From an optimization exercise on the open Yosys and OpenROAD flow, aimed at small area and a short achievable clock period; shortcuts taken in it are not production practice.
Function was checked by simulation only, so behaviour that the tests miss may differ from the original.

==> design/flow/flow/run.sh <==
#!/bin/bash
# The standard layout (standard.sh: ORFS synthesis to final layout) with a
# few extra ORFS settings; the clock, constraints and synthesis script are
# unchanged. Settings come from flow/params.sh:
#   MARGIN      setup slack that repair_timing aims for (ns)
#   PORTBUF     cell used to buffer every input and output port
#   EXTRA       further ORFS make variables
set -u
. flow/params.sh
bash standard.sh SETUP_SLACK_MARGIN=$MARGIN "BUFFER_PORTS_ARGS=-buffer_cell $PORTBUF" $EXTRA finish > standard.log 2>&1
==> design/flow/flow/params.sh <==
MARGIN=6.5
PORTBUF=sky130_fd_sc_hd__buf_1
EXTRA="ABC_LOAD_IN_FF=2"
==> design/flow/standard.sh <==
#!/bin/bash
# synth_recipe.tcl (not shown) runs the flow's synth.tcl, then flattens the netlist and writes it again
# the make line also repeats each setting of config.mk as NAME=value (left out here)
make -C /OpenROAD-flow-scripts/flow DESIGN_CONFIG=/design/flow/config.mk WORK_HOME=/design/flow/orfs CLKGATE_MAP_FILE= SYNTH_SCRIPT=/design/flow/synth_recipe.tcl "${@:-finish}"
==> design/flow/config.mk <==
export PLATFORM = sky130hd
export DESIGN_NAME = mac
export DESIGN_NICKNAME = mac
export VERILOG_FILES = /design/flow/design.v
export SDC_FILE = /design/flow/constraint.sdc
export NUM_CORES = 4
export LEC_CHECK = 0
export ABC_AREA = 1
export CAP_MARGIN = 20
export CORE_MARGIN = 2
export CORE_UTILIZATION = 60
export CTS_BUF_LIST = sky130_fd_sc_hd__clkbuf_4 sky130_fd_sc_hd__clkbuf_8
export SETUP_SLACK_MARGIN = 5
export SLEW_MARGIN = 20
export SYNTH_HIERARCHICAL = 1
==> design/flow/constraint.sdc <==
create_clock -name core_clock -period 12.0 [get_ports {clk}]
set_input_delay 2.4000 -clock core_clock [delete_from_list [all_inputs] [get_ports {clk}]]
set_output_delay 2.4000 -clock core_clock [all_outputs]
set_load 0.01 [all_outputs]
==> design/flow/design.v <==
module fullreg #(  parameter N = 16 )(
    input [N-1:0] d,
    output reg [N-1:0] q,
    input clk,
    input en,
    input clr,  
    input rst   
    );
always @(posedge clk,posedge rst) begin
    if(rst)
        q=0;
    else    
    if(en==1)begin
        if(clr)
            q=0;
        else
            q=d;
    end
end
endmodule
`timescale 1ns / 1ps
module adder
   #(parameter integer N=16)
   (
    input  [N-1:0] x1,
    input  [N-1:0] x2,
    output  [N-1:0] y
    );
    assign y=$unsigned(x1)+$unsigned(x2);
endmodule
module fa_cell(input a, input b, input c, output s, output co);
  assign s = a ^ b ^ c;
  assign co = (a & b) | (a & c) | (b & c);
endmodule
module ha_cell(input a, input b, output s, output co);
  assign s = a ^ b;
  assign co = a & b;
endmodule
`timescale 1ns / 1ps
module mult
   #(parameter integer N=9)
   (
    input  [N-1:0] x1,
    input  [N-1:0] x2,
    output  [2*N-1:0] y
    );
    assign y=$signed(x1)*$signed(x2);
endmodule
module mac(
    input [15:0] x1,
    input [15:0] x2,
    input clk,
    input rst,
    input en,
    output [39:0] y
    );
reg [39:0] S;
reg [31:0] C;
wire s1;
wire c2;
wire s3;
wire c4;
wire s5;
wire c6;
wire s7;
wire c8;
wire s9;
wire c10;
wire s11;
wire c12;
wire s13;
wire c14;
wire s15;
wire c16;
wire s17;
wire c18;
wire s19;
wire c20;
wire s21;
wire c22;
wire s23;
wire c24;
wire s25;
wire c26;
wire s27;
wire c28;
wire s29;
wire c30;
wire s31;
wire c32;
wire s33;
wire c34;
wire s35;
wire c36;
wire s37;
wire c38;
wire s39;
wire c40;
wire s41;
wire c42;
wire s43;
wire c44;
wire s45;
wire c46;
wire s47;
wire c48;
wire s49;
wire c50;
wire s51;
wire c52;
wire s53;
wire c54;
wire s55;
wire c56;
wire s57;
wire c58;
wire s59;
wire c60;
wire s61;
wire c62;
wire s63;
wire c64;
wire s65;
wire c66;
wire s67;
wire c68;
wire s69;
wire c70;
wire s71;
wire c72;
wire s73;
wire c74;
wire s75;
wire c76;
wire s77;
wire c78;
wire s79;
wire c80;
wire s81;
wire c82;
wire s83;
wire c84;
wire s85;
wire c86;
wire s87;
wire c88;
wire s89;
wire c90;
wire s91;
wire c92;
wire s93;
wire c94;
wire s95;
wire c96;
wire s97;
wire c98;
wire s99;
wire c100;
wire s101;
wire c102;
wire s103;
wire c104;
wire s105;
wire c106;
wire s107;
wire c108;
wire s109;
wire c110;
wire s111;
wire c112;
wire s113;
wire c114;
wire s115;
wire c116;
wire s117;
wire c118;
wire s119;
wire c120;
wire s121;
wire c122;
wire s123;
wire c124;
wire s125;
wire c126;
wire s127;
wire c128;
wire s129;
wire c130;
wire s131;
wire c132;
wire s133;
wire c134;
wire s135;
wire c136;
wire s137;
wire c138;
wire s139;
wire c140;
wire s141;
wire c142;
wire s143;
wire c144;
wire s145;
wire c146;
wire s147;
wire c148;
wire s149;
wire c150;
wire s151;
wire c152;
wire s153;
wire c154;
wire s155;
wire c156;
wire s157;
wire c158;
wire s159;
wire c160;
wire s161;
wire c162;
wire s163;
wire c164;
wire s165;
wire c166;
wire s167;
wire c168;
wire s169;
wire c170;
wire s171;
wire c172;
wire s173;
wire c174;
wire s175;
wire c176;
wire s177;
wire c178;
wire s179;
wire c180;
wire s181;
wire c182;
wire s183;
wire c184;
wire s185;
wire c186;
wire s187;
wire c188;
wire s189;
wire c190;
wire s191;
wire c192;
wire s193;
wire c194;
wire s195;
wire c196;
wire s197;
wire c198;
wire s199;
wire c200;
wire s201;
wire c202;
wire s203;
wire c204;
wire s205;
wire c206;
wire s207;
wire c208;
wire s209;
wire c210;
wire s211;
wire c212;
wire s213;
wire c214;
wire s215;
wire c216;
wire s217;
wire c218;
wire s219;
wire c220;
wire s221;
wire c222;
wire s223;
wire c224;
wire s225;
wire c226;
wire s227;
wire c228;
wire s229;
wire c230;
wire s231;
wire c232;
wire s233;
wire c234;
wire s235;
wire c236;
wire s237;
wire c238;
wire s239;
wire c240;
wire s241;
wire c242;
wire s243;
wire c244;
wire s245;
wire c246;
wire s247;
wire c248;
wire s249;
wire c250;
wire s251;
wire c252;
wire s253;
wire c254;
wire s255;
wire c256;
wire s257;
wire c258;
wire s259;
wire c260;
wire s261;
wire c262;
wire s263;
wire c264;
wire s265;
wire c266;
wire s267;
wire c268;
wire s269;
wire c270;
wire s271;
wire c272;
wire s273;
wire c274;
wire s275;
wire c276;
wire s277;
wire c278;
wire s279;
wire c280;
wire s281;
wire c282;
wire s283;
wire c284;
wire s285;
wire c286;
wire s287;
wire c288;
wire s289;
wire c290;
wire s291;
wire c292;
wire s293;
wire c294;
wire s295;
wire c296;
wire s297;
wire c298;
wire s299;
wire c300;
wire s301;
wire c302;
wire s303;
wire c304;
wire one0 = en & (x2[0] ^ 1'b0);
wire two0 = en & ((x2[1] & ~x2[0] & ~1'b0) | (~x2[1] & x2[0] & 1'b0));
wire neg0 = en & x2[1];
wire pp0_0 = ((one0 & x1[0]) | (two0 & 1'b0)) ^ neg0;
wire pp0_1 = ((one0 & x1[1]) | (two0 & x1[0])) ^ neg0;
wire pp0_2 = ((one0 & x1[2]) | (two0 & x1[1])) ^ neg0;
wire pp0_3 = ((one0 & x1[3]) | (two0 & x1[2])) ^ neg0;
wire pp0_4 = ((one0 & x1[4]) | (two0 & x1[3])) ^ neg0;
wire pp0_5 = ((one0 & x1[5]) | (two0 & x1[4])) ^ neg0;
wire pp0_6 = ((one0 & x1[6]) | (two0 & x1[5])) ^ neg0;
wire pp0_7 = ((one0 & x1[7]) | (two0 & x1[6])) ^ neg0;
wire pp0_8 = ((one0 & x1[8]) | (two0 & x1[7])) ^ neg0;
wire pp0_9 = ((one0 & x1[9]) | (two0 & x1[8])) ^ neg0;
wire pp0_10 = ((one0 & x1[10]) | (two0 & x1[9])) ^ neg0;
wire pp0_11 = ((one0 & x1[11]) | (two0 & x1[10])) ^ neg0;
wire pp0_12 = ((one0 & x1[12]) | (two0 & x1[11])) ^ neg0;
wire pp0_13 = ((one0 & x1[13]) | (two0 & x1[12])) ^ neg0;
wire pp0_14 = ((one0 & x1[14]) | (two0 & x1[13])) ^ neg0;
wire pp0_15 = ((one0 & x1[15]) | (two0 & x1[14])) ^ neg0;
wire pp0_16 = ~(((one0 & x1[15]) | (two0 & x1[15])) ^ neg0);
wire one1 = en & (x2[2] ^ x2[1]);
wire two1 = en & ((x2[3] & ~x2[2] & ~x2[1]) | (~x2[3] & x2[2] & x2[1]));
wire neg1 = en & x2[3];
wire pp1_0 = ((one1 & x1[0]) | (two1 & 1'b0)) ^ neg1;
wire pp1_1 = ((one1 & x1[1]) | (two1 & x1[0])) ^ neg1;
wire pp1_2 = ((one1 & x1[2]) | (two1 & x1[1])) ^ neg1;
wire pp1_3 = ((one1 & x1[3]) | (two1 & x1[2])) ^ neg1;
wire pp1_4 = ((one1 & x1[4]) | (two1 & x1[3])) ^ neg1;
wire pp1_5 = ((one1 & x1[5]) | (two1 & x1[4])) ^ neg1;
wire pp1_6 = ((one1 & x1[6]) | (two1 & x1[5])) ^ neg1;
wire pp1_7 = ((one1 & x1[7]) | (two1 & x1[6])) ^ neg1;
wire pp1_8 = ((one1 & x1[8]) | (two1 & x1[7])) ^ neg1;
wire pp1_9 = ((one1 & x1[9]) | (two1 & x1[8])) ^ neg1;
wire pp1_10 = ((one1 & x1[10]) | (two1 & x1[9])) ^ neg1;
wire pp1_11 = ((one1 & x1[11]) | (two1 & x1[10])) ^ neg1;
wire pp1_12 = ((one1 & x1[12]) | (two1 & x1[11])) ^ neg1;
wire pp1_13 = ((one1 & x1[13]) | (two1 & x1[12])) ^ neg1;
wire pp1_14 = ((one1 & x1[14]) | (two1 & x1[13])) ^ neg1;
wire pp1_15 = ((one1 & x1[15]) | (two1 & x1[14])) ^ neg1;
wire pp1_16 = ~(((one1 & x1[15]) | (two1 & x1[15])) ^ neg1);
wire one2 = en & (x2[4] ^ x2[3]);
wire two2 = en & ((x2[5] & ~x2[4] & ~x2[3]) | (~x2[5] & x2[4] & x2[3]));
wire neg2 = en & x2[5];
wire pp2_0 = ((one2 & x1[0]) | (two2 & 1'b0)) ^ neg2;
wire pp2_1 = ((one2 & x1[1]) | (two2 & x1[0])) ^ neg2;
wire pp2_2 = ((one2 & x1[2]) | (two2 & x1[1])) ^ neg2;
wire pp2_3 = ((one2 & x1[3]) | (two2 & x1[2])) ^ neg2;
wire pp2_4 = ((one2 & x1[4]) | (two2 & x1[3])) ^ neg2;
wire pp2_5 = ((one2 & x1[5]) | (two2 & x1[4])) ^ neg2;
wire pp2_6 = ((one2 & x1[6]) | (two2 & x1[5])) ^ neg2;
wire pp2_7 = ((one2 & x1[7]) | (two2 & x1[6])) ^ neg2;
wire pp2_8 = ((one2 & x1[8]) | (two2 & x1[7])) ^ neg2;
wire pp2_9 = ((one2 & x1[9]) | (two2 & x1[8])) ^ neg2;
wire pp2_10 = ((one2 & x1[10]) | (two2 & x1[9])) ^ neg2;
wire pp2_11 = ((one2 & x1[11]) | (two2 & x1[10])) ^ neg2;
wire pp2_12 = ((one2 & x1[12]) | (two2 & x1[11])) ^ neg2;
wire pp2_13 = ((one2 & x1[13]) | (two2 & x1[12])) ^ neg2;
wire pp2_14 = ((one2 & x1[14]) | (two2 & x1[13])) ^ neg2;
wire pp2_15 = ((one2 & x1[15]) | (two2 & x1[14])) ^ neg2;
wire pp2_16 = ~(((one2 & x1[15]) | (two2 & x1[15])) ^ neg2);
wire one3 = en & (x2[6] ^ x2[5]);
wire two3 = en & ((x2[7] & ~x2[6] & ~x2[5]) | (~x2[7] & x2[6] & x2[5]));
wire neg3 = en & x2[7];
wire pp3_0 = ((one3 & x1[0]) | (two3 & 1'b0)) ^ neg3;
wire pp3_1 = ((one3 & x1[1]) | (two3 & x1[0])) ^ neg3;
wire pp3_2 = ((one3 & x1[2]) | (two3 & x1[1])) ^ neg3;
wire pp3_3 = ((one3 & x1[3]) | (two3 & x1[2])) ^ neg3;
wire pp3_4 = ((one3 & x1[4]) | (two3 & x1[3])) ^ neg3;
wire pp3_5 = ((one3 & x1[5]) | (two3 & x1[4])) ^ neg3;
wire pp3_6 = ((one3 & x1[6]) | (two3 & x1[5])) ^ neg3;
wire pp3_7 = ((one3 & x1[7]) | (two3 & x1[6])) ^ neg3;
wire pp3_8 = ((one3 & x1[8]) | (two3 & x1[7])) ^ neg3;
wire pp3_9 = ((one3 & x1[9]) | (two3 & x1[8])) ^ neg3;
wire pp3_10 = ((one3 & x1[10]) | (two3 & x1[9])) ^ neg3;
wire pp3_11 = ((one3 & x1[11]) | (two3 & x1[10])) ^ neg3;
wire pp3_12 = ((one3 & x1[12]) | (two3 & x1[11])) ^ neg3;
wire pp3_13 = ((one3 & x1[13]) | (two3 & x1[12])) ^ neg3;
wire pp3_14 = ((one3 & x1[14]) | (two3 & x1[13])) ^ neg3;
wire pp3_15 = ((one3 & x1[15]) | (two3 & x1[14])) ^ neg3;
wire pp3_16 = ~(((one3 & x1[15]) | (two3 & x1[15])) ^ neg3);
wire one4 = en & (x2[8] ^ x2[7]);
wire two4 = en & ((x2[9] & ~x2[8] & ~x2[7]) | (~x2[9] & x2[8] & x2[7]));
wire neg4 = en & x2[9];
wire pp4_0 = ((one4 & x1[0]) | (two4 & 1'b0)) ^ neg4;
wire pp4_1 = ((one4 & x1[1]) | (two4 & x1[0])) ^ neg4;
wire pp4_2 = ((one4 & x1[2]) | (two4 & x1[1])) ^ neg4;
wire pp4_3 = ((one4 & x1[3]) | (two4 & x1[2])) ^ neg4;
wire pp4_4 = ((one4 & x1[4]) | (two4 & x1[3])) ^ neg4;
wire pp4_5 = ((one4 & x1[5]) | (two4 & x1[4])) ^ neg4;
wire pp4_6 = ((one4 & x1[6]) | (two4 & x1[5])) ^ neg4;
wire pp4_7 = ((one4 & x1[7]) | (two4 & x1[6])) ^ neg4;
wire pp4_8 = ((one4 & x1[8]) | (two4 & x1[7])) ^ neg4;
wire pp4_9 = ((one4 & x1[9]) | (two4 & x1[8])) ^ neg4;
wire pp4_10 = ((one4 & x1[10]) | (two4 & x1[9])) ^ neg4;
wire pp4_11 = ((one4 & x1[11]) | (two4 & x1[10])) ^ neg4;
wire pp4_12 = ((one4 & x1[12]) | (two4 & x1[11])) ^ neg4;
wire pp4_13 = ((one4 & x1[13]) | (two4 & x1[12])) ^ neg4;
wire pp4_14 = ((one4 & x1[14]) | (two4 & x1[13])) ^ neg4;
wire pp4_15 = ((one4 & x1[15]) | (two4 & x1[14])) ^ neg4;
wire pp4_16 = ~(((one4 & x1[15]) | (two4 & x1[15])) ^ neg4);
wire one5 = en & (x2[10] ^ x2[9]);
wire two5 = en & ((x2[11] & ~x2[10] & ~x2[9]) | (~x2[11] & x2[10] & x2[9]));
wire neg5 = en & x2[11];
wire pp5_0 = ((one5 & x1[0]) | (two5 & 1'b0)) ^ neg5;
wire pp5_1 = ((one5 & x1[1]) | (two5 & x1[0])) ^ neg5;
wire pp5_2 = ((one5 & x1[2]) | (two5 & x1[1])) ^ neg5;
wire pp5_3 = ((one5 & x1[3]) | (two5 & x1[2])) ^ neg5;
wire pp5_4 = ((one5 & x1[4]) | (two5 & x1[3])) ^ neg5;
wire pp5_5 = ((one5 & x1[5]) | (two5 & x1[4])) ^ neg5;
wire pp5_6 = ((one5 & x1[6]) | (two5 & x1[5])) ^ neg5;
wire pp5_7 = ((one5 & x1[7]) | (two5 & x1[6])) ^ neg5;
wire pp5_8 = ((one5 & x1[8]) | (two5 & x1[7])) ^ neg5;
wire pp5_9 = ((one5 & x1[9]) | (two5 & x1[8])) ^ neg5;
wire pp5_10 = ((one5 & x1[10]) | (two5 & x1[9])) ^ neg5;
wire pp5_11 = ((one5 & x1[11]) | (two5 & x1[10])) ^ neg5;
wire pp5_12 = ((one5 & x1[12]) | (two5 & x1[11])) ^ neg5;
wire pp5_13 = ((one5 & x1[13]) | (two5 & x1[12])) ^ neg5;
wire pp5_14 = ((one5 & x1[14]) | (two5 & x1[13])) ^ neg5;
wire pp5_15 = ((one5 & x1[15]) | (two5 & x1[14])) ^ neg5;
wire pp5_16 = ~(((one5 & x1[15]) | (two5 & x1[15])) ^ neg5);
wire one6 = en & (x2[12] ^ x2[11]);
wire two6 = en & ((x2[13] & ~x2[12] & ~x2[11]) | (~x2[13] & x2[12] & x2[11]));
wire neg6 = en & x2[13];
wire pp6_0 = ((one6 & x1[0]) | (two6 & 1'b0)) ^ neg6;
wire pp6_1 = ((one6 & x1[1]) | (two6 & x1[0])) ^ neg6;
wire pp6_2 = ((one6 & x1[2]) | (two6 & x1[1])) ^ neg6;
wire pp6_3 = ((one6 & x1[3]) | (two6 & x1[2])) ^ neg6;
wire pp6_4 = ((one6 & x1[4]) | (two6 & x1[3])) ^ neg6;
wire pp6_5 = ((one6 & x1[5]) | (two6 & x1[4])) ^ neg6;
wire pp6_6 = ((one6 & x1[6]) | (two6 & x1[5])) ^ neg6;
wire pp6_7 = ((one6 & x1[7]) | (two6 & x1[6])) ^ neg6;
wire pp6_8 = ((one6 & x1[8]) | (two6 & x1[7])) ^ neg6;
wire pp6_9 = ((one6 & x1[9]) | (two6 & x1[8])) ^ neg6;
wire pp6_10 = ((one6 & x1[10]) | (two6 & x1[9])) ^ neg6;
wire pp6_11 = ((one6 & x1[11]) | (two6 & x1[10])) ^ neg6;
wire pp6_12 = ((one6 & x1[12]) | (two6 & x1[11])) ^ neg6;
wire pp6_13 = ((one6 & x1[13]) | (two6 & x1[12])) ^ neg6;
wire pp6_14 = ((one6 & x1[14]) | (two6 & x1[13])) ^ neg6;
wire pp6_15 = ((one6 & x1[15]) | (two6 & x1[14])) ^ neg6;
wire pp6_16 = ~(((one6 & x1[15]) | (two6 & x1[15])) ^ neg6);
wire one7 = en & (x2[14] ^ x2[13]);
wire two7 = en & ((x2[15] & ~x2[14] & ~x2[13]) | (~x2[15] & x2[14] & x2[13]));
wire neg7 = en & x2[15];
wire pp7_0 = ((one7 & x1[0]) | (two7 & 1'b0)) ^ neg7;
wire pp7_1 = ((one7 & x1[1]) | (two7 & x1[0])) ^ neg7;
wire pp7_2 = ((one7 & x1[2]) | (two7 & x1[1])) ^ neg7;
wire pp7_3 = ((one7 & x1[3]) | (two7 & x1[2])) ^ neg7;
wire pp7_4 = ((one7 & x1[4]) | (two7 & x1[3])) ^ neg7;
wire pp7_5 = ((one7 & x1[5]) | (two7 & x1[4])) ^ neg7;
wire pp7_6 = ((one7 & x1[6]) | (two7 & x1[5])) ^ neg7;
wire pp7_7 = ((one7 & x1[7]) | (two7 & x1[6])) ^ neg7;
wire pp7_8 = ((one7 & x1[8]) | (two7 & x1[7])) ^ neg7;
wire pp7_9 = ((one7 & x1[9]) | (two7 & x1[8])) ^ neg7;
wire pp7_10 = ((one7 & x1[10]) | (two7 & x1[9])) ^ neg7;
wire pp7_11 = ((one7 & x1[11]) | (two7 & x1[10])) ^ neg7;
wire pp7_12 = ((one7 & x1[12]) | (two7 & x1[11])) ^ neg7;
wire pp7_13 = ((one7 & x1[13]) | (two7 & x1[12])) ^ neg7;
wire pp7_14 = ((one7 & x1[14]) | (two7 & x1[13])) ^ neg7;
wire pp7_15 = ((one7 & x1[15]) | (two7 & x1[14])) ^ neg7;
wire pp7_16 = ~(((one7 & x1[15]) | (two7 & x1[15])) ^ neg7);
ha_cell hs1 (.a(y[14]), .b(neg7), .s(s1), .co(c2));
ha_cell hs3 (.a(y[15]), .b(pp0_15), .s(s3), .co(c4));
assign s5 = ~(y[16] ^ pp0_16);
assign c6 = y[16] | pp0_16;
assign s7 = ~y[17];
assign c8 = y[17];
ha_cell hs9 (.a(y[8]), .b(neg4), .s(s9), .co(c10));
ha_cell hs11 (.a(y[9]), .b(pp0_9), .s(s11), .co(c12));
fa_cell fs13 (.a(y[10]), .b(neg5), .c(pp0_10), .s(s13), .co(c14));
ha_cell hs15 (.a(pp1_8), .b(pp2_6), .s(s15), .co(c16));
fa_cell fs17 (.a(y[11]), .b(pp0_11), .c(pp1_9), .s(s17), .co(c18));
ha_cell hs19 (.a(pp2_7), .b(pp3_5), .s(s19), .co(c20));
fa_cell fs21 (.a(y[12]), .b(neg6), .c(pp0_12), .s(s21), .co(c22));
fa_cell fs23 (.a(pp1_10), .b(pp2_8), .c(pp3_6), .s(s23), .co(c24));
ha_cell hs25 (.a(pp4_4), .b(pp5_2), .s(s25), .co(c26));
fa_cell fs27 (.a(y[13]), .b(pp0_13), .c(pp1_11), .s(s27), .co(c28));
fa_cell fs29 (.a(pp2_9), .b(pp3_7), .c(pp4_5), .s(s29), .co(c30));
ha_cell hs31 (.a(pp5_3), .b(pp6_1), .s(s31), .co(c32));
fa_cell fs33 (.a(s1), .b(pp0_14), .c(pp1_12), .s(s33), .co(c34));
fa_cell fs35 (.a(pp2_10), .b(pp3_8), .c(pp4_6), .s(s35), .co(c36));
fa_cell fs37 (.a(pp5_4), .b(pp6_2), .c(pp7_0), .s(s37), .co(c38));
fa_cell fs39 (.a(c2), .b(pp1_13), .c(pp2_11), .s(s39), .co(c40));
fa_cell fs41 (.a(pp3_9), .b(pp4_7), .c(pp5_5), .s(s41), .co(c42));
fa_cell fs43 (.a(pp6_3), .b(pp7_1), .c(s3), .s(s43), .co(c44));
fa_cell fs45 (.a(pp1_14), .b(pp2_12), .c(pp3_10), .s(s45), .co(c46));
fa_cell fs47 (.a(pp4_8), .b(pp5_6), .c(pp6_4), .s(s47), .co(c48));
fa_cell fs49 (.a(pp7_2), .b(c4), .c(s5), .s(s49), .co(c50));
fa_cell fs51 (.a(s7), .b(pp1_15), .c(pp2_13), .s(s51), .co(c52));
fa_cell fs53 (.a(pp3_11), .b(pp4_9), .c(pp5_7), .s(s53), .co(c54));
fa_cell fs55 (.a(pp6_5), .b(pp7_3), .c(c6), .s(s55), .co(c56));
fa_cell fs57 (.a(y[18]), .b(c8), .c(pp1_16), .s(s57), .co(c58));
fa_cell fs59 (.a(pp2_14), .b(pp3_12), .c(pp4_10), .s(s59), .co(c60));
fa_cell fs61 (.a(pp5_8), .b(pp6_6), .c(pp7_4), .s(s61), .co(c62));
assign s63 = ~(y[19] ^ pp2_15);
assign c64 = y[19] | pp2_15;
fa_cell fs65 (.a(pp3_13), .b(pp4_11), .c(pp5_9), .s(s65), .co(c66));
ha_cell hs67 (.a(pp6_7), .b(pp7_5), .s(s67), .co(c68));
fa_cell fs69 (.a(y[20]), .b(pp2_16), .c(pp3_14), .s(s69), .co(c70));
fa_cell fs71 (.a(pp4_12), .b(pp5_10), .c(pp6_8), .s(s71), .co(c72));
assign s73 = ~(y[21] ^ pp3_15);
assign c74 = y[21] | pp3_15;
ha_cell hs75 (.a(pp4_13), .b(pp5_11), .s(s75), .co(c76));
fa_cell fs77 (.a(y[22]), .b(pp3_16), .c(pp4_14), .s(s77), .co(c78));
assign s79 = ~y[23];
assign c80 = y[23];
ha_cell hs81 (.a(y[4]), .b(neg2), .s(s81), .co(c82));
ha_cell hs83 (.a(y[5]), .b(pp0_5), .s(s83), .co(c84));
fa_cell fs85 (.a(y[6]), .b(neg3), .c(pp0_6), .s(s85), .co(c86));
ha_cell hs87 (.a(pp1_4), .b(pp2_2), .s(s87), .co(c88));
fa_cell fs89 (.a(y[7]), .b(pp0_7), .c(pp1_5), .s(s89), .co(c90));
ha_cell hs91 (.a(pp2_3), .b(pp3_1), .s(s91), .co(c92));
fa_cell fs93 (.a(s9), .b(pp0_8), .c(pp1_6), .s(s93), .co(c94));
fa_cell fs95 (.a(pp2_4), .b(pp3_2), .c(pp4_0), .s(s95), .co(c96));
fa_cell fs97 (.a(c10), .b(pp1_7), .c(pp2_5), .s(s97), .co(c98));
fa_cell fs99 (.a(pp3_3), .b(pp4_1), .c(s11), .s(s99), .co(c100));
fa_cell fs101 (.a(pp3_4), .b(pp4_2), .c(pp5_0), .s(s101), .co(c102));
fa_cell fs103 (.a(c12), .b(s15), .c(s13), .s(s103), .co(c104));
fa_cell fs105 (.a(pp4_3), .b(pp5_1), .c(c16), .s(s105), .co(c106));
fa_cell fs107 (.a(s19), .b(c14), .c(s17), .s(s107), .co(c108));
fa_cell fs109 (.a(pp6_0), .b(c20), .c(s25), .s(s109), .co(c110));
fa_cell fs111 (.a(c18), .b(s21), .c(s23), .s(s111), .co(c112));
fa_cell fs113 (.a(c26), .b(s31), .c(c22), .s(s113), .co(c114));
fa_cell fs115 (.a(c24), .b(s27), .c(s29), .s(s115), .co(c116));
fa_cell fs117 (.a(c32), .b(c28), .c(c30), .s(s117), .co(c118));
fa_cell fs119 (.a(s33), .b(s35), .c(s37), .s(s119), .co(c120));
fa_cell fs121 (.a(c34), .b(c36), .c(c38), .s(s121), .co(c122));
fa_cell fs123 (.a(s39), .b(s41), .c(s43), .s(s123), .co(c124));
fa_cell fs125 (.a(c40), .b(c42), .c(s45), .s(s125), .co(c126));
fa_cell fs127 (.a(s47), .b(c44), .c(s49), .s(s127), .co(c128));
fa_cell fs129 (.a(c46), .b(c48), .c(s51), .s(s129), .co(c130));
fa_cell fs131 (.a(s53), .b(c50), .c(s55), .s(s131), .co(c132));
fa_cell fs133 (.a(c52), .b(c54), .c(s57), .s(s133), .co(c134));
fa_cell fs135 (.a(s59), .b(s61), .c(c56), .s(s135), .co(c136));
fa_cell fs137 (.a(s67), .b(c58), .c(c60), .s(s137), .co(c138));
fa_cell fs139 (.a(c62), .b(s63), .c(s65), .s(s139), .co(c140));
fa_cell fs141 (.a(pp7_6), .b(c68), .c(c64), .s(s141), .co(c142));
fa_cell fs143 (.a(c66), .b(s69), .c(s71), .s(s143), .co(c144));
fa_cell fs145 (.a(pp6_9), .b(pp7_7), .c(s75), .s(s145), .co(c146));
fa_cell fs147 (.a(c70), .b(c72), .c(s73), .s(s147), .co(c148));
fa_cell fs149 (.a(pp5_12), .b(pp6_10), .c(pp7_8), .s(s149), .co(c150));
fa_cell fs151 (.a(c76), .b(c74), .c(s77), .s(s151), .co(c152));
fa_cell fs153 (.a(s79), .b(pp4_15), .c(pp5_13), .s(s153), .co(c154));
fa_cell fs155 (.a(pp6_11), .b(pp7_9), .c(c78), .s(s155), .co(c156));
fa_cell fs157 (.a(y[24]), .b(c80), .c(pp4_16), .s(s157), .co(c158));
fa_cell fs159 (.a(pp5_14), .b(pp6_12), .c(pp7_10), .s(s159), .co(c160));
assign s161 = ~(y[25] ^ pp5_15);
assign c162 = y[25] | pp5_15;
ha_cell hs163 (.a(pp6_13), .b(pp7_11), .s(s163), .co(c164));
fa_cell fs165 (.a(y[26]), .b(pp5_16), .c(pp6_14), .s(s165), .co(c166));
assign s167 = ~y[27];
assign c168 = y[27];
ha_cell hs169 (.a(y[2]), .b(neg1), .s(s169), .co(c170));
ha_cell hs171 (.a(y[3]), .b(pp0_3), .s(s171), .co(c172));
fa_cell fs173 (.a(s81), .b(pp0_4), .c(pp1_2), .s(s173), .co(c174));
fa_cell fs175 (.a(c82), .b(pp1_3), .c(pp2_1), .s(s175), .co(c176));
fa_cell fs177 (.a(pp3_0), .b(c84), .c(s87), .s(s177), .co(c178));
fa_cell fs179 (.a(c88), .b(s91), .c(c86), .s(s179), .co(c180));
fa_cell fs181 (.a(c92), .b(c90), .c(s93), .s(s181), .co(c182));
fa_cell fs183 (.a(c94), .b(c96), .c(s97), .s(s183), .co(c184));
fa_cell fs185 (.a(c98), .b(s101), .c(c100), .s(s185), .co(c186));
fa_cell fs187 (.a(c102), .b(s105), .c(c104), .s(s187), .co(c188));
fa_cell fs189 (.a(c106), .b(s109), .c(c108), .s(s189), .co(c190));
fa_cell fs191 (.a(c110), .b(c112), .c(s113), .s(s191), .co(c192));
fa_cell fs193 (.a(c114), .b(c116), .c(s117), .s(s193), .co(c194));
fa_cell fs195 (.a(c118), .b(c120), .c(s121), .s(s195), .co(c196));
fa_cell fs197 (.a(c122), .b(s125), .c(c124), .s(s197), .co(c198));
fa_cell fs199 (.a(c126), .b(s129), .c(c128), .s(s199), .co(c200));
fa_cell fs201 (.a(c130), .b(s133), .c(c132), .s(s201), .co(c202));
fa_cell fs203 (.a(c134), .b(s137), .c(s139), .s(s203), .co(c204));
fa_cell fs205 (.a(c138), .b(c140), .c(s141), .s(s205), .co(c206));
fa_cell fs207 (.a(s145), .b(c142), .c(c144), .s(s207), .co(c208));
fa_cell fs209 (.a(s149), .b(c146), .c(c148), .s(s209), .co(c210));
fa_cell fs211 (.a(c150), .b(s153), .c(c152), .s(s211), .co(c212));
fa_cell fs213 (.a(c154), .b(s157), .c(s159), .s(s213), .co(c214));
fa_cell fs215 (.a(s163), .b(c158), .c(c160), .s(s215), .co(c216));
fa_cell fs217 (.a(pp7_12), .b(c164), .c(c162), .s(s217), .co(c218));
fa_cell fs219 (.a(s167), .b(pp6_15), .c(pp7_13), .s(s219), .co(c220));
fa_cell fs221 (.a(y[28]), .b(c168), .c(pp6_16), .s(s221), .co(c222));
assign s223 = ~y[29];
assign c224 = y[29];
ha_cell hs225 (.a(y[0]), .b(neg0), .s(s225), .co(c226));
ha_cell hs227 (.a(y[1]), .b(pp0_1), .s(s227), .co(c228));
fa_cell fs229 (.a(s169), .b(pp0_2), .c(pp1_0), .s(s229), .co(c230));
fa_cell fs231 (.a(c170), .b(pp1_1), .c(s171), .s(s231), .co(c232));
fa_cell fs233 (.a(pp2_0), .b(c172), .c(s173), .s(s233), .co(c234));
fa_cell fs235 (.a(s83), .b(c174), .c(s175), .s(s235), .co(c236));
fa_cell fs237 (.a(c176), .b(s85), .c(s177), .s(s237), .co(c238));
fa_cell fs239 (.a(s89), .b(c178), .c(s179), .s(s239), .co(c240));
fa_cell fs241 (.a(s95), .b(c180), .c(s181), .s(s241), .co(c242));
fa_cell fs243 (.a(s99), .b(c182), .c(s183), .s(s243), .co(c244));
fa_cell fs245 (.a(c184), .b(s103), .c(s185), .s(s245), .co(c246));
fa_cell fs247 (.a(s107), .b(c186), .c(s187), .s(s247), .co(c248));
fa_cell fs249 (.a(s111), .b(c188), .c(s189), .s(s249), .co(c250));
fa_cell fs251 (.a(s115), .b(c190), .c(s191), .s(s251), .co(c252));
fa_cell fs253 (.a(s119), .b(c192), .c(s193), .s(s253), .co(c254));
fa_cell fs255 (.a(s123), .b(c194), .c(s195), .s(s255), .co(c256));
fa_cell fs257 (.a(c196), .b(s127), .c(s197), .s(s257), .co(c258));
fa_cell fs259 (.a(s131), .b(c198), .c(s199), .s(s259), .co(c260));
fa_cell fs261 (.a(s135), .b(c200), .c(s201), .s(s261), .co(c262));
fa_cell fs263 (.a(c136), .b(s203), .c(c202), .s(s263), .co(c264));
fa_cell fs265 (.a(s143), .b(c204), .c(s205), .s(s265), .co(c266));
fa_cell fs267 (.a(s147), .b(c206), .c(s207), .s(s267), .co(c268));
fa_cell fs269 (.a(s151), .b(c208), .c(s209), .s(s269), .co(c270));
fa_cell fs271 (.a(s155), .b(c210), .c(s211), .s(s271), .co(c272));
fa_cell fs273 (.a(c156), .b(s213), .c(c212), .s(s273), .co(c274));
fa_cell fs275 (.a(s161), .b(c214), .c(s215), .s(s275), .co(c276));
fa_cell fs277 (.a(s165), .b(c216), .c(s217), .s(s277), .co(c278));
fa_cell fs279 (.a(c166), .b(s219), .c(c218), .s(s279), .co(c280));
fa_cell fs281 (.a(pp7_14), .b(c220), .c(s221), .s(s281), .co(c282));
fa_cell fs283 (.a(s223), .b(pp7_15), .c(c222), .s(s283), .co(c284));
fa_cell fs285 (.a(y[30]), .b(c224), .c(pp7_16), .s(s285), .co(c286));
assign s287 = ~y[31];
assign c288 = y[31];
assign s289 = ~y[32];
assign c290 = y[32];
assign s291 = ~y[33];
assign c292 = y[33];
assign s293 = ~y[34];
assign c294 = y[34];
assign s295 = ~y[35];
assign c296 = y[35];
assign s297 = ~y[36];
assign c298 = y[36];
assign s299 = ~y[37];
assign c300 = y[37];
assign s301 = ~y[38];
assign c302 = y[38];
assign s303 = ~y[39];
assign c304 = y[39];
wire [7:0] hs = {c302, c300, c298, c296, c294, c292, c290, c288} + {s303, s301, s299, s297, s295, s293, s291, s289};
wire [39:0] Sn = {hs[7], hs[6], hs[5], hs[4], hs[3], hs[2], hs[1], hs[0], c286, c284, c282, c280, c278, c276, c274, c272, c270, c268, c266, c264, c262, c260, c258, c256, c254, c252, c250, c248, c246, c244, c242, c240, c238, c236, c234, c232, c230, c228, c226, pp0_0};
wire [31:0] Cn = {s287, s285, s283, s281, s279, s277, s275, s273, s271, s269, s267, s265, s263, s261, s259, s257, s255, s253, s251, s249, s247, s245, s243, s241, s239, s237, s235, s233, s231, s229, s227, s225};
always @(posedge clk or posedge rst)
  if (rst) begin
    S <= 40'd0;
    C <= 32'd0;
  end else begin
    S <= Sn;
    C <= Cn;
  end
wire [39:0] ya = S[39:0], yb = {8'd0, C};
wire [39:0] p0 = ya ^ yb, g0 = ya & yb;
wire bg0_1 = g0[1] | (p0[1] & g0[0]);
wire bp0_1 = p0[1] & p0[0];
wire bg0_3 = g0[3] | (p0[3] & g0[2]);
wire bp0_3 = p0[3] & p0[2];
wire bg0_5 = g0[5] | (p0[5] & g0[4]);
wire bp0_5 = p0[5] & p0[4];
wire bg0_7 = g0[7] | (p0[7] & g0[6]);
wire bp0_7 = p0[7] & p0[6];
wire bg0_9 = g0[9] | (p0[9] & g0[8]);
wire bp0_9 = p0[9] & p0[8];
wire bg0_11 = g0[11] | (p0[11] & g0[10]);
wire bp0_11 = p0[11] & p0[10];
wire bg0_13 = g0[13] | (p0[13] & g0[12]);
wire bp0_13 = p0[13] & p0[12];
wire bg0_15 = g0[15] | (p0[15] & g0[14]);
wire bp0_15 = p0[15] & p0[14];
wire bg0_17 = g0[17] | (p0[17] & g0[16]);
wire bp0_17 = p0[17] & p0[16];
wire bg0_19 = g0[19] | (p0[19] & g0[18]);
wire bp0_19 = p0[19] & p0[18];
wire bg0_21 = g0[21] | (p0[21] & g0[20]);
wire bp0_21 = p0[21] & p0[20];
wire bg0_23 = g0[23] | (p0[23] & g0[22]);
wire bp0_23 = p0[23] & p0[22];
wire bg0_25 = g0[25] | (p0[25] & g0[24]);
wire bp0_25 = p0[25] & p0[24];
wire bg0_27 = g0[27] | (p0[27] & g0[26]);
wire bp0_27 = p0[27] & p0[26];
wire bg0_29 = g0[29] | (p0[29] & g0[28]);
wire bp0_29 = p0[29] & p0[28];
wire bg0_31 = g0[31] | (p0[31] & g0[30]);
wire bp0_31 = p0[31] & p0[30];
wire bg0_33 = g0[33] | (p0[33] & g0[32]);
wire bp0_33 = p0[33] & p0[32];
wire bg0_35 = g0[35] | (p0[35] & g0[34]);
wire bp0_35 = p0[35] & p0[34];
wire bg0_37 = g0[37] | (p0[37] & g0[36]);
wire bp0_37 = p0[37] & p0[36];
wire bg0_39 = g0[39] | (p0[39] & g0[38]);
wire bp0_39 = p0[39] & p0[38];
wire bg1_3 = bg0_3 | (bp0_3 & bg0_1);
wire bp1_3 = bp0_3 & bp0_1;
wire bg1_7 = bg0_7 | (bp0_7 & bg0_5);
wire bp1_7 = bp0_7 & bp0_5;
wire bg1_11 = bg0_11 | (bp0_11 & bg0_9);
wire bp1_11 = bp0_11 & bp0_9;
wire bg1_15 = bg0_15 | (bp0_15 & bg0_13);
wire bp1_15 = bp0_15 & bp0_13;
wire bg1_19 = bg0_19 | (bp0_19 & bg0_17);
wire bp1_19 = bp0_19 & bp0_17;
wire bg1_23 = bg0_23 | (bp0_23 & bg0_21);
wire bp1_23 = bp0_23 & bp0_21;
wire bg1_27 = bg0_27 | (bp0_27 & bg0_25);
wire bp1_27 = bp0_27 & bp0_25;
wire bg1_31 = bg0_31 | (bp0_31 & bg0_29);
wire bp1_31 = bp0_31 & bp0_29;
wire bg1_35 = bg0_35 | (bp0_35 & bg0_33);
wire bp1_35 = bp0_35 & bp0_33;
wire bg1_39 = bg0_39 | (bp0_39 & bg0_37);
wire bp1_39 = bp0_39 & bp0_37;
wire bg2_7 = bg1_7 | (bp1_7 & bg1_3);
wire bp2_7 = bp1_7 & bp1_3;
wire bg2_15 = bg1_15 | (bp1_15 & bg1_11);
wire bp2_15 = bp1_15 & bp1_11;
wire bg2_23 = bg1_23 | (bp1_23 & bg1_19);
wire bp2_23 = bp1_23 & bp1_19;
wire bg2_31 = bg1_31 | (bp1_31 & bg1_27);
wire bp2_31 = bp1_31 & bp1_27;
wire bg2_39 = bg1_39 | (bp1_39 & bg1_35);
wire bp2_39 = bp1_39 & bp1_35;
wire bg3_15 = bg2_15 | (bp2_15 & bg2_7);
wire bp3_15 = bp2_15 & bp2_7;
wire bg3_31 = bg2_31 | (bp2_31 & bg2_23);
wire bp3_31 = bp2_31 & bp2_23;
wire bg4_31 = bg3_31 | (bp3_31 & bg3_15);
wire bp4_31 = bp3_31 & bp3_15;
wire bg8_23 = bg2_23 | (bp2_23 & bg3_15);
wire bp8_23 = bp2_23 & bp3_15;
wire bg8_39 = bg2_39 | (bp2_39 & bg4_31);
wire bp8_39 = bp2_39 & bp4_31;
wire bg9_11 = bg1_11 | (bp1_11 & bg2_7);
wire bp9_11 = bp1_11 & bp2_7;
wire bg9_19 = bg1_19 | (bp1_19 & bg3_15);
wire bp9_19 = bp1_19 & bp3_15;
wire bg9_27 = bg1_27 | (bp1_27 & bg8_23);
wire bp9_27 = bp1_27 & bp8_23;
wire bg9_35 = bg1_35 | (bp1_35 & bg4_31);
wire bp9_35 = bp1_35 & bp4_31;
wire bg10_5 = bg0_5 | (bp0_5 & bg1_3);
wire bp10_5 = bp0_5 & bp1_3;
wire bg10_9 = bg0_9 | (bp0_9 & bg2_7);
wire bp10_9 = bp0_9 & bp2_7;
wire bg10_13 = bg0_13 | (bp0_13 & bg9_11);
wire bp10_13 = bp0_13 & bp9_11;
wire bg10_17 = bg0_17 | (bp0_17 & bg3_15);
wire bp10_17 = bp0_17 & bp3_15;
wire bg10_21 = bg0_21 | (bp0_21 & bg9_19);
wire bp10_21 = bp0_21 & bp9_19;
wire bg10_25 = bg0_25 | (bp0_25 & bg8_23);
wire bp10_25 = bp0_25 & bp8_23;
wire bg10_29 = bg0_29 | (bp0_29 & bg9_27);
wire bp10_29 = bp0_29 & bp9_27;
wire bg10_33 = bg0_33 | (bp0_33 & bg4_31);
wire bp10_33 = bp0_33 & bp4_31;
wire bg10_37 = bg0_37 | (bp0_37 & bg9_35);
wire bp10_37 = bp0_37 & bp9_35;
wire bg11_2 = g0[2] | (p0[2] & bg0_1);
wire bp11_2 = p0[2] & bp0_1;
wire bg11_4 = g0[4] | (p0[4] & bg1_3);
wire bp11_4 = p0[4] & bp1_3;
wire bg11_6 = g0[6] | (p0[6] & bg10_5);
wire bp11_6 = p0[6] & bp10_5;
wire bg11_8 = g0[8] | (p0[8] & bg2_7);
wire bp11_8 = p0[8] & bp2_7;
wire bg11_10 = g0[10] | (p0[10] & bg10_9);
wire bp11_10 = p0[10] & bp10_9;
wire bg11_12 = g0[12] | (p0[12] & bg9_11);
wire bp11_12 = p0[12] & bp9_11;
wire bg11_14 = g0[14] | (p0[14] & bg10_13);
wire bp11_14 = p0[14] & bp10_13;
wire bg11_16 = g0[16] | (p0[16] & bg3_15);
wire bp11_16 = p0[16] & bp3_15;
wire bg11_18 = g0[18] | (p0[18] & bg10_17);
wire bp11_18 = p0[18] & bp10_17;
wire bg11_20 = g0[20] | (p0[20] & bg9_19);
wire bp11_20 = p0[20] & bp9_19;
wire bg11_22 = g0[22] | (p0[22] & bg10_21);
wire bp11_22 = p0[22] & bp10_21;
wire bg11_24 = g0[24] | (p0[24] & bg8_23);
wire bp11_24 = p0[24] & bp8_23;
wire bg11_26 = g0[26] | (p0[26] & bg10_25);
wire bp11_26 = p0[26] & bp10_25;
wire bg11_28 = g0[28] | (p0[28] & bg9_27);
wire bp11_28 = p0[28] & bp9_27;
wire bg11_30 = g0[30] | (p0[30] & bg10_29);
wire bp11_30 = p0[30] & bp10_29;
wire bg11_32 = g0[32] | (p0[32] & bg4_31);
wire bp11_32 = p0[32] & bp4_31;
wire bg11_34 = g0[34] | (p0[34] & bg10_33);
wire bp11_34 = p0[34] & bp10_33;
wire bg11_36 = g0[36] | (p0[36] & bg9_35);
wire bp11_36 = p0[36] & bp9_35;
wire bg11_38 = g0[38] | (p0[38] & bg10_37);
wire bp11_38 = p0[38] & bp10_37;
wire [39:0] cy = {bg11_38, bg10_37, bg11_36, bg9_35, bg11_34, bg10_33, bg11_32, bg4_31, bg11_30, bg10_29, bg11_28, bg9_27, bg11_26, bg10_25, bg11_24, bg8_23, bg11_22, bg10_21, bg11_20, bg9_19, bg11_18, bg10_17, bg11_16, bg3_15, bg11_14, bg10_13, bg11_12, bg9_11, bg11_10, bg10_9, bg11_8, bg2_7, bg11_6, bg10_5, bg11_4, bg1_3, bg11_2, bg0_1, g0[0], 1'b0};
assign y[39:0] = p0 ^ cy;
endmodule
==> results of run 1 <==
## final cells by class
cell class / instances / area (µm²)
multi-input combinational: 650 / 6710
tap: 188 / 235
sequential: 72 / 1800
fill: 1256 / 5240
inverter: 130 / 498
clock buffer: 11 / 145
timing repair buffer: 86 / 382
clock inverter: 5 / 80.1
## registers in the layout (all words and copies together) (netlist names)
register and flops:
S 40, C 32
## placed cells by master, fill, tap and decap left out, types with 21 or more instances in the layout
cell,synthesis,final
buf_1,4,70
dfrtp_1,72,72
fa_1,133,129
ha_1,65,64
inv_1,110,101
inv_2,19,24
nand2_1,78,68
nor2_1,24,21
o22ai_1,108,108
xor2_1,145,145
## logic make-up after synthesis
group,share of synthesized area [%]
buffers and inverters,9.22
xor gates and xnor gates,15.3
AOI/OAI and AO/OA,11.8
DFF,19.6
and+or+nand+nor,6.42
adders and majority gates,37.7
## layer usage
metal	share of wire, %	vias to the layer above	routed length (µm)
li1	-	3025	-
met5	0	-	0
met3	6.6	34	1440
met1	45	3304	9710
met2	47	284	10100
met4	1.9	0	402
## what timing repair did
| item | CTS | global route |
|---|---|---|
| setup buffers | 2 | 9 |
| resized for setup | 24 | 32 |
| endpoints found under the setup margin | 34 | 20 |
| pin swaps | 6 | 13 |
| hold buffers | 0 | 0 |
## Yosys stat by module (local to each module, per instance)
module,copies in the design,flops+latches
ha_cell,19,0
fa_cell,116,0
mac,1,72
## worst max path at each step
stage | cells past startpoint | endpoint | slack (ns) | startpoint
after floorplan | 11 | C[18] | 6.67 | x2[7]
after global placement | 12 | C[19] | 5.94 | en
after detailed placement | 11 | C[17] | 5.88 | en
after CTS | 11 | C[17] | 6.52 | en
after global routing | 16 | y[23] | 6.44 | C[0]
final | 16 | y[23] | 6.60 | C[0]
## worst min-delay path: cells and delay by family, from the launching register on
family                     cells  cell delay (ns)
adders and majority gates      2             0.28
DFF                            1             0.34
==> impl_results.md, run 1 <==
- Status: timing/DRC/antenna clean
- Overall routing resource usage: 28.5%
- Count leader, synth: xor2_1
- Die Y-Extent: 128 µm
- Startpoint Class: flip-flop
- Core Area: roughly 15000 µm²
- Via-to-Cell Ratio: just under 6
- Final period utilization: 45.0%
- Crit-path cells: ha_2 > fa_2 > nand2_2 > nand2_2 > nand3_2 > nand2_4 > nand2_4 > nand2_8 > inv_4 > nor2_1 > nor2_2 > o21ai_2 > fa_2 > xnor2_2 > inv_2 > buf_6
- Clk buf depth: 2
- Final setup viols: 0
- Seq cells post-synth: 72
- Clock slew at reported path FFs: around 0.08 ns
- DRT antenna net count: 0
- CTS root buffer: clkbuf_8
- RSZ-0062 raised after global routing: true
- Synth top area share: 28.9%
- Post-synth top area cell: fa_1
- Final core occ: 65.3%
- Mapped cell area: ~9200 µm²
- First-pass DRT Iterations: 5
- Period minus WS final: 5.40 ns
- Dpl hpwl: 16900 µm
- Slowest Stage Delay on Critical Path: 0.39 ns
- Worst-Margin Slew: ~0.95 ns
- CTS H-tree lvls: 3
- Gate Count Post-Synth: ~900
- Min-delay worst type: flip-flop to flip-flop
- Rows: 45
- Worst reg2reg path startpoint: C[0]
- Min-Delay Startpoint: S[0]
- Register area share after synthesis: 19.6%
- Fin. Hold Viols: 0
- Reg2reg end: C[15]
- WP buf/inv: 3
- Slowest CP cell: fa_2
- Starting Density: 61.1%
- Commonest cells post-synth: xor2_1 (145), fa_1 (133), inv_1 (110)
- Asr flop ratio synth: 100%
- # nets final: 1182
- Placed Area: 9370 µm²
- FF-to-FF setup slack: 7.28 ns
- Largest net degree at the start of global routing: 73
- Slew headroom: 36.8%
- DR vias: around 6600
- Worst skew pair latency: 0.38 ns
- WHS Endpoint: C[0]
- M2 GR Usage: 44.9%
- Share of post-route cells with drive strength above 1: about an eighth
- Synth area leaders: fa_1 (29%), dfrtp_1 (20%), xor2_1 (14%), ha_1 (8.8%), o22ai_1 (7.3%)
- Routability Congestion: 0.956
- Port Buf Inserts: 74
- Finished Layout Cells: 1142
- Sink Count: slightly above 70
- CTS tree: built
- Fin Setup TNS: 0 ns
- Synth warnings: 7
- Hold slack: roughly 0.64 ns
- Die area: 16400 µm²
- Final slew viol count: 0
- Yosys cell types: 33
- Max-cap viol count: 0
- Worst Setup End Kind: output pin
- Peak Freq: 185 MHz
- Initial DRC count: 493
- Layout area overhead: 6.88%
- Hold Path Stages: 2
- Met1 Track Usage GR: between 40% and 50%
- Initial antenna violation count: 0
- Total grt overflow: 0
- CTS Buf Count: 9
- Number of global-route vias before repair: 6852
- Commonest register cell after synthesis: dfrtp_1
- Syn_area_per_cell: 10.2 µm²
- Crit Path Class: flip-flop to output pin
- CP top delay family: adder cells
- Critical Path RT: 9.60 ns
- Final worst setup slack: 6.60 ns
- N_diodes: 0
- Setup Skew: 0.0102 ns
- Worst-path maximum fanout: 4
- Routed len/inst: 18.9 µm
- Syn_nets: ~1100
- Number of flops mapped to enable cells by yosys: 0
- Die width: 128 µm
- Place WS: slightly below 6 ns
- M3 GR Usage: 4.30%
- # IOs: 75
- Post-route cell area: 9850 µm²
- Dpl cells: 1115
- Worst EP arrival: about 3.0 ns
- WL final: 21600 µm
- R2r worst-path depth: 17
- # DRC: 0
- GRT Max-Usage Layer: met2
- First-pass GRT wire length: around 36000 µm
==> run 2, diff against run 1 <==
==> design/flow/flow/params.sh (replaced) <==
MARGIN=6.5
PORTBUF=sky130_fd_sc_hd__buf_1
EXTRA="ABC_LOAD_IN_FF=2 SETUP_MOVE_SEQUENCE=unbuffer,sizeup,swap"
==> run 2 against run 1 <==
Effect of this change:
- critical path type unchanged
- setup slack got worse by 0.0071 ns
- routed wire length about the same
- still clean on timing, DRC and antenna
- clock-buffer cell count unchanged
- fmax is 0.13% lower
- cell area shrank 0.41%
- via count decreased by 0.48%
- final cell count decreased by 0.96%
- sequential share of layout area rose by 0.075 points
- critical endpoint is now y[31]
==> impl_results.md, run 2 <==
- Total setup buffers inserted after CTS: 0
- # nets final: 1171
- Max reg flops: 40
- Via-to-Cell Ratio: a little under 6
- Overall routing resource usage: 28.6%
- Largest net degree at the start of global routing: 73
- Critical Path RT: about 9.6 ns
- Worst EP arrival: between 3 and 4 ns
- Worst-path maximum fanout: 4
- Largest register by flop count: S
- Syn_nets: 1139
- Dpl hpwl: 16900 µm
- CTS Buf Count: 9
- RSZ-0062 raised after global routing: true
- DR vias: around 6600
- Syn_area_per_cell: between 10 and 15 µm²
- Commonest register cell after synthesis: dfrtp_1
- Placed Area: 9370 µm²
- Starting Density: between 60% and 70%
- Port Buf Inserts: 74
- Die Y-Extent: ~130 µm
- Synth area leaders: fa_1 (29%), dfrtp_1 (20%), xor2_1 (14%), ha_1 (8.8%), o22ai_1 (7.3%)
- Synth top area share: just under 30%
- CP top delay family: adder cells
- Peak Freq: 185 MHz
- N_diodes: 0
- Fin Setup TNS: 0 ns
- Total grt overflow: 0
- CTS tree: built
- Fillers: 1250
- Initial DRC count: between 500 and 600
- Count leader, synth: xor2_1
- Worst-Margin Slew: about 0.94 ns
- Number of global-route vias before repair: 6843
- Status: timing/DRC/antenna clean
- Commonest cells post-synth: xor2_1 (145), fa_1 (133), inv_1 (110)
- Sink Count: around 70
- Clk buf depth: 2
- Post-synth top area cell: fa_1
- Most common cell after layout, fill and taps aside: xor2_1
- First-pass GRT wire length: 35700 µm
- Biggest regs: S (40), C (32)
- Layout area overhead: 6.45%
- Die area: 16400 µm²
- Number of flops mapped to enable cells by yosys: 0
- Most frequent cells in the layout: xor2_1 (145), fa_1 (126), o22ai_1 (106), inv_1 (102), dfrtp_1 (72)
- Final setup viols: 0
- # IOs: 75
- Top cell by count, worst path: nand2_4
- Final slew viol count: 0
- Dpl cells: 1115
- Register area share after synthesis: 19.6%
- Worst skew pair latency: 0.38 ns
- Rows: 45
- Max-cap viol count: 0
- Synth warnings: 7
- Die width: between 100 and 150 µm
- Asr flop ratio synth: 100%
- Routed len/inst: 19.1 µm
- Period minus WS final: 5.41 ns
- Slowest Stage Delay on Critical Path: 0.39 ns
- Initial antenna violation count: 0
- CTS H-tree lvls: 3
- Crit-path cells: ha_2 > fa_2 > nand2_2 > nand2_2 > nand3_2 > nand2_4 > nand2_4 > nand2_8 > nand2_4 > nand2_4 > nand2_4 > nand2_4 > nand2_2 > nand2_2 > fa_2 > xnor2_2 > inv_2 > buf_6
- First-pass DRT Iterations: 5
- Final period utilization: 45.1%
- Yosys cell types: 33
- Clock slew at reported path FFs: around 0.080 ns
- Slew headroom: approximately 37%
- Slowest CP cell: fa_2
- Gate Count Post-Synth: 906
- Post-route cell area: 9810 µm²
- Fin. Hold Viols: 0
- Finished Layout Cells: 1131
- Startpoint Class: flip-flop
- # DRC: 0
- Seq cells post-synth: 72
- CTS root buffer: clkbuf_8
- Share of post-route cells with drive strength above 1: 10.9%
- Crit Path Class: flip-flop to output pin
- Setup Skew: roughly 0.011 ns
- Worst Setup End Kind: output pin
- WP buf/inv: 2
- WL final: 21700 µm
- Routability Congestion: 0.956
- Mapped cell area: between 9000 and 10000 µm²
- Min-delay worst type: flip-flop to flip-flop
- Core Area: 15100 µm²
- DRT antenna net count: 0
[run 2: stage by stage]
stage / hold slack (ns) / worst slack (ns) / util, %
2_1_floorplan: 0.608 / 6.67 / -
3_5_place_dp: 0.631 / 5.88 / 62.1
4_1_cts: 0.651 / 6.50 / 64.2
3_3_place_gp: 0.599 / 5.94 / 62.1
6_report: 0.641 / 6.59 / 65.0
5_1_grt: 0.681 / 6.45 / 65.0
[run 2: logic make-up after synthesis]
family | count (synthesis) | synth area share (%)
fa+ha+maj | 198 | 37.7
buf+inv | 184 | 9.22
simple gates | 126 | 6.42
xor+xnor | 161 | 15.3
flops | 72 | 19.6
compound gates | 165 | 11.8
[run 2: repair_timing]
action                     4_1_cts  5_1_grt
hold buffers                     0        0
pin swaps                        9       16
setup endpoints to repair       34       17
gates resized for setup         27       35
[run 2: Yosys stat by module (local to each module, per instance)]
module,flops+latches,cell area (µm²),times used
mac,72,6650,1
fa_cell,0,20.0,116
ha_cell,0,12.5,19
[run 2: worst paths after layout]
kind	from	end	cells past startpoint	slack [ns]
worst max-delay path	S[0]	y[31]	18	6.59
worst min-delay path	C[0]	C[0]	2	0.64
worst max register to register	S[0]	C[15]	16	7.37
worst min register to register	C[0]	C[0]	2	0.64
max in group asynchronous	rst	S[27]	3	9.10
min in group asynchronous	rst	C[19]	3	2.29
[run 2: area by class of cell]
type                            instances  area (µm²)  area share (%)
Inverter                              130         493            5.03
Timing Repair Buffer                   75         309            3.15
Sequential cell                        72        1800            18.4
Multi-Input combinational cell        650        6740            68.8
Clock inverter                          5        80.1           0.816
Clock buffer                           11         145            1.48
Tap cell                              188         235            2.40
[run 2: routing by layer]
metal | share of wire (%) | track usage (%)
met5 | 0 | 0
met3 | 6.4 | 4.76
met4 | 1.8 | 8.66
met2 | 47 | 45.0
met1 | 45 | 41.1
[run 2: worst reg2reg max path: stages, from the launching register on]
cell	delay, ns
dfrtp_1	0.37
ha_2	0.19
fa_2	0.39
nand2_2	0.08
nand2_2	0.06
nand3_2	0.10
nand2_4	0.09
inv_1	0.12
o21bai_1	0.11
a31oi_1	0.22
fa_1	0.44
inv_1	0.11
ha_1	0.27
fa_1	0.53
fa_1	0.48
fa_1	0.54
fa_1	0.41
==> run 3, diff against run 2 <==
==> design/flow/flow/params.sh (replaced) <==
MARGIN=6.5
PORTBUF=sky130_fd_sc_hd__buf_1
EXTRA="ABC_LOAD_IN_FF=2 SKIP_GATE_CLONING=1"
==> run 3 against run 2 <==
Effect of this change:
- hold slack improved by 0.0022 ns
- critical path depth is 2 lower
- final cell count is 0.97% higher
- critical path type unchanged
- core utilization up 0.27 points
- routed wire length about the same
- still clean on timing, DRC and antenna
- setup slack improved by 0.0071 ns
- via count increased by 0.48%
- first-iteration DRC count fell by 12%
- global-route usage about the same
==> impl_results.md, run 3 <==
- Status: timing/DRC/antenna clean
- Setup Skew: about 0.010 ns
- Core Area: 15100 µm²
- Clk buf depth: 2
- Clock slew at reported path FFs: 0.08 ns
- Largest net degree at the start of global routing: 73
- Fin Setup TNS: 0 ns
- # nets final: roughly 1200
- Count leader, synth: xor2_1
- Most common cell after layout, fill and taps aside: xor2_1
- Final slew viol count: 0
- Overall routing resource usage: 28.5%
- Critical Path RT: 9.60 ns
- DR vias: 6647
- CTS Hold Bufs: 0
- CTS Buf Count: 9
- Slew headroom: 36.8%
- Sink Count: 72
- Dpl hpwl: 16900 µm
- Synth area leaders: fa_1 (29%), dfrtp_1 (20%), xor2_1 (14%), ha_1 (8.8%), o22ai_1 (7.3%)
- Final period utilization: 45.0%
- Commonest cells post-synth: xor2_1 (145), fa_1 (133), inv_1 (110)
- Share of post-route cells with drive strength above 1: 11.6%
- Routed len/inst: approximately 19 µm
- Initial DRC count: 493
- Synth top area share: 28.9%
- RSZ-0062 raised after global routing: true
- Asr flop ratio synth: 100%
- DRT antenna net count: 0
- N_diodes: 0
- WL final: ~22000 µm
- Number of flops mapped to enable cells by yosys: 0
- Final setup viols: 0
- Period minus WS final: 5.40 ns
- Worst-path maximum fanout: 4
- Worst-Margin Slew: approximately 0.95 ns
- Syn_nets: roughly 1100
- Post-synth top area cell: fa_1
- Max reg flops: 40
- Crit Path Class: flip-flop to output pin
- Port Buf Inserts: between 70 and 80
- Peak Freq: 185 MHz
- Routability Congestion: 0.956
- Die Y-Extent: 128 µm
- Die width: 128 µm
- Mapped cell area: 9210 µm²
- Fillers: around 1300
- Min-delay worst type: flip-flop to flip-flop
- Die area: 16400 µm²
- Syn_area_per_cell: 10.2 µm²
- Final core occ: between 60% and 70%
- Synth warnings: 7
- CTS H-tree lvls: 3
- Worst EP arrival: 3.00 ns
- First-pass DRT Iterations: 5
- Yosys cell types: 33
- Commonest register cell after synthesis: dfrtp_1
- Seq cells post-synth: 72
- Rows: 45
- Gate Count Post-Synth: 906
- Max-cap viol count: 0
- Register area share after synthesis: ~20%
- Startpoint Class: flip-flop
- Worst skew pair latency: 0.38 ns
- Number of global-route vias before repair: slightly below 7000
- # IOs: 75
- Fin. Hold Viols: 0
- CTS tree: built
- First-pass GRT wire length: roughly 36000 µm
- Starting Density: 61.1%
- Biggest regs: S (40), C (32)
- Worst Setup End Kind: output pin
- CTS root buffer: clkbuf_8
- Via-to-Cell Ratio: 5.82
- # DRC: 0
- Most frequent cells in the layout: xor2_1 (145), fa_1 (129), o22ai_1 (108), inv_1 (101), dfrtp_1 (72)
- Layout area overhead: 6.88%
- Initial antenna violation count: 0
- Total grt overflow: 0
- Largest register by flop count: S
run 3: what timing repair did:
item | in CTS | in global routing
pin swaps | 6 | 13
gates resized for setup | 24 | 32
setup buffers | 2 | 9
endpoints found under the setup margin | 34 | 20
run 3: modules after synthesis, one instance, submodules excluded:
module   flops+latches  times used
mac                 72           1
fa_cell              0         116
ha_cell              0          19
run 3: path summary, 6_finish.rpt:
kind,start,endpoint,slack [ns],depth (start not counted)
max in group asynchronous,rst,S[27],9.09,3
hold reg to reg,S[0],C[0],0.64,2
setup / recovery,C[0],y[23],6.60,16
hold / removal,S[0],C[0],0.64,2
min in group asynchronous,rst,C[19],2.29,3
setup reg to reg,C[0],C[15],7.28,17
run 3: metal layers:
layer	up-vias	track usage, %	wire length, µm
met5	-	0	0
met3	34	4.30	1440
met1	3304	41.4	9710
met2	284	44.9	10100
met4	0	8.66	402
li1	3025	-	-
run 3: cell families after synthesis:
group | Yosys count | share of synthesized area, %
AOI/OAI and AO/OA | 165 | 11.8
xor gates and xnor gates | 161 | 15.3
buffers and inverters | 184 | 9.22
DFF | 72 | 19.6
and+or+nand+nor | 126 | 6.42
adders and majority gates | 198 | 37.7
run 3: layout make-up:
cell class | instances | area [µm²] | share of cell area (%)
flip-flops and latches | 72 | 1800 | 18.3
clock buffers | 11 | 145 | 1.47
inverters | 130 | 498 | 5.06
repair buffers | 86 | 382 | 3.87
well taps | 188 | 235 | 2.39
multi-input cells | 650 | 6710 | 68.1
clock inverters | 5 | 80.1 | 0.813
run 3: stage by stage:
stage,area (µm²),setup WS [ns],hold slack [ns],cells
floorplan,9210,6.67,0.608,906
global placement,9370,5.94,0.599,1115
finish,9850,6.60,0.643,1142
global route,9850,6.44,0.681,1142
CTS,9670,6.52,0.651,1133
detailed placement,9370,5.88,0.631,1115
run 3: critical path: stages (launching register included):
cell	delay, ns
dfrtp_1	0.37
ha_2	0.19
fa_2	0.39
nand2_2	0.07
nand2_2	0.06
nand3_2	0.10
nand2_4	0.09
nand2_4	0.10
nand2_8	0.08
inv_4	0.07
nor2_1	0.04
nor2_2	0.16
o21ai_2	0.10
fa_2	0.37
xnor2_2	0.23
inv_2	0.07
buf_6	0.12

==> static timing again, ports no longer ideal <==
No port has a modelled driver above. Below, the same layouts with a new extraction and two added sets of constraints. Step 1 (the two cells are an assumption about what drives the block):
set clk [get_ports {clk}]
set_driving_cell -lib_cell sky130_fd_sc_hd__clkbuf_16 $clk
set_driving_cell -lib_cell sky130_fd_sc_hd__buf_2 [delete_from_list [all_inputs] $clk]
Step 2 adds t to the input delays and takes it off the output delays; t is the mean of the earliest and latest rising clock arrival at the registers after step 1. Input paths then give back, and output paths get back, about the clock's delay inside the block. a / b / c = no drivers / after step 1 / after step 2; a / b = the first two.
| run | t, ns | setup WS [ns] | slew at the worst register clock pin (ns) | pins driven straight from the clock port |
|---|---|---|---|---|
| run 1 | 0.411 | 6.597 / 6.556 / 6.259 | 0.08 / 0.08 | 1 |
| run 2 | 0.412 | 6.590 / 6.550 / 6.234 | 0.09 / 0.09 | 1 |
| run 3 | 0.411 | 6.597 / 6.556 / 6.259 | 0.08 / 0.08 | 1 |
After both steps setup and hold are still met in every run listed. The setup slack of run 2, which loses most, moves by -0.040 ns with the drivers and by -0.356 ns with both steps.
